Source: an optimization exercise on an open RTL-to-GDS flow (aim: small area). Production flows keep margins and buffers that such runs may drop. Function was checked by simulation only, so behaviour that the tests miss may differ from the original. Power figures rest on the tool's default switching activity, not on a simulated workload.

== alpha ==
==> flow/design.v (excerpt) <==
module parking (clk, rst, car_entered, car_exited, is_uni_car_entered, is_uni_car_exited,
 uni_parked_car, parked_car, uni_vacated_space, vacated_space, uni_is_vacated_space, is_vacated_space, t
);
For scale: ~270 cells after synthesis, roughly 53 I/O pins, roughly 1800 um2 of cells after synthesis.
Settings: LEC_CHECK=0, CAP_MARGIN=20, CORE_MARGIN=2, CORE_UTILIZATION=40, SLEW_MARGIN=20; clock period 7.0 ns.
standard.sh (not shown) runs the stock make flow with config.mk's settings and CLKGATE_MAP_FILE= SYNTH_SCRIPT=/design/flow/synth_recipe.tcl, a recipe that flattens the netlist after the stock synthesis.
==> flow/flow/run.sh <==
#!/bin/bash
# Own layout flow: the standard synthesis, then its combinational logic
# re-mapped for area by ABC (flip-flops untouched), then the standard ORFS
# layout with minimum-size port buffers.
set -euo pipefail
W=$PWD
F=$W/flow
RES=$W/orfs/results/$FLOW_PLATFORM/parking/base
LIB=$FLOW_HOME/platforms/$FLOW_PLATFORM/lib/sky130_fd_sc_hd__tt_025C_1v80.lib
YOSYS=$FLOW_HOME/../tools/install/yosys/bin/yosys
[[ -x $YOSYS ]] || YOSYS=yosys

bash standard.sh synth > $W/1_synth_standard.log 2>&1
cp $RES/1_2_yosys.v $W/standard_synth.v

# ABC's deepsyn is run from a few random seeds in parallel; the smallest
# result is kept.
for S in 1 2 3 4 5 6 7 8 9 10 11 12; do
  sed "s/@SEED@/$S/" $F/reopt.abc > $W/reopt_$S.abc
  sed -e "s#@LIB@#$LIB#g" -e "s#@IN@#$W/standard_synth.v#g" -e "s#@TOP@#$FLOW_TOP#g" \
      -e "s#@ABC@#$W/reopt_$S.abc#g" -e "s#@OUT@#$W/reopt_$S.v#g" $F/reopt.ys > $W/reopt_$S.ys
  $YOSYS -s $W/reopt_$S.ys > $W/1_reopt_yosys_$S.log 2>&1 &
  (( S % 4 )) || wait
done
wait
best=; best_area=
for S in 1 2 3 4 5 6 7 8 9 10 11 12; do
  a=$(grep "Chip area" $W/1_reopt_yosys_$S.log | tail -1 | awk '{print $NF}')
  [[ -n $a && -s $W/reopt_$S.v ]] || continue
  if [[ -z $best ]] || awk -v a=$a -v b=$best_area 'BEGIN{exit !(a<b)}'; then best=$S; best_area=$a; fi
done
[[ -n $best ]]
echo "seed $best area $best_area" > $W/reopt_choice.txt
cp $W/reopt_$best.v $W/reopt.v

cp $W/reopt.v $RES/1_2_yosys.v
rm -f $RES/1_synth.odb $RES/1_synth.sdc
bash standard.sh "BUFFER_PORTS_ARGS=-buffer_cell sky130_fd_sc_hd__buf_1" \
    "CTS_ARGS=-sink_clustering_enable -repair_clock_nets -root_buf sky130_fd_sc_hd__clkbuf_16 -buf_list sky130_fd_sc_hd__clkbuf_16" \
    finish > $W/2_layout.log 2>&1
Other scripts of this flow, unchanged in this note and not shown: flow/flow/reopt.abc, flow/flow/reopt.ys
alpha finished every stage and its layout cleared the timing, DRC and antenna checks.
Edits applied to the flow inputs when going from alpha to beta:
diff --git a/flow/flow/run.sh b/flow/flow/run.sh
--- a/flow/flow/run.sh
+++ b/flow/flow/run.sh
@@ -37,4 +37,2 @@
 rm -f $RES/1_synth.odb $RES/1_synth.sdc
-bash standard.sh "BUFFER_PORTS_ARGS=-buffer_cell sky130_fd_sc_hd__buf_1" \
-    "CTS_ARGS=-sink_clustering_enable -repair_clock_nets -root_buf sky130_fd_sc_hd__clkbuf_16 -buf_list sky130_fd_sc_hd__clkbuf_16" \
-    finish > $W/2_layout.log 2>&1
+bash standard.sh "BUFFER_PORTS_ARGS=-buffer_cell sky130_fd_sc_hd__buf_1" finish > $W/2_layout.log 2>&1
Findings:
- The final layout from beta, which completed every stage, passed the timing, DRC and antenna checks at the end of the flow.
- met1 usage in global routing sits higher in beta than in alpha.
- alpha → beta: clock-net power fell by about 33%, sequential power roughly the same.
- [compare] base=alpha new=beta: CTS clock-pin slew for the worst setup and hold paths went up, clock network power share went down, worst hold slack went up, global-route usage did not really move.
- Comparing beta against alpha, there is no change at all in initial antenna violation count.

[afterwards: timing with drivers on the ports]
No port has a modelled driver above. Below, the same layouts with a new extraction and two added sets of constraints. Step 1 (the two cells are an assumption about what drives the block):
set clk [get_ports {clk}]
set_driving_cell -lib_cell sky130_fd_sc_hd__clkbuf_16 $clk
set_driving_cell -lib_cell sky130_fd_sc_hd__buf_2 [delete_from_list [all_inputs] $clk]
Step 2 moves the port delays by t, midway between the first and last clock arrival at a register: inputs arrive t later, outputs are due t later. That takes back most of the time a late clock gives input paths. Slacks: ideal ports / drivers / drivers and shift; pairs: ideal ports / drivers.
run | shift t [ns] | slack for setup (ns) | worst setup path at the end
alpha | 0.291 | 1.214 / 1.183 / 1.475 | register to output
beta | 0.295 | 1.234 / 1.208 / 1.503 | register to output
After both steps setup and hold are still met in every run listed.
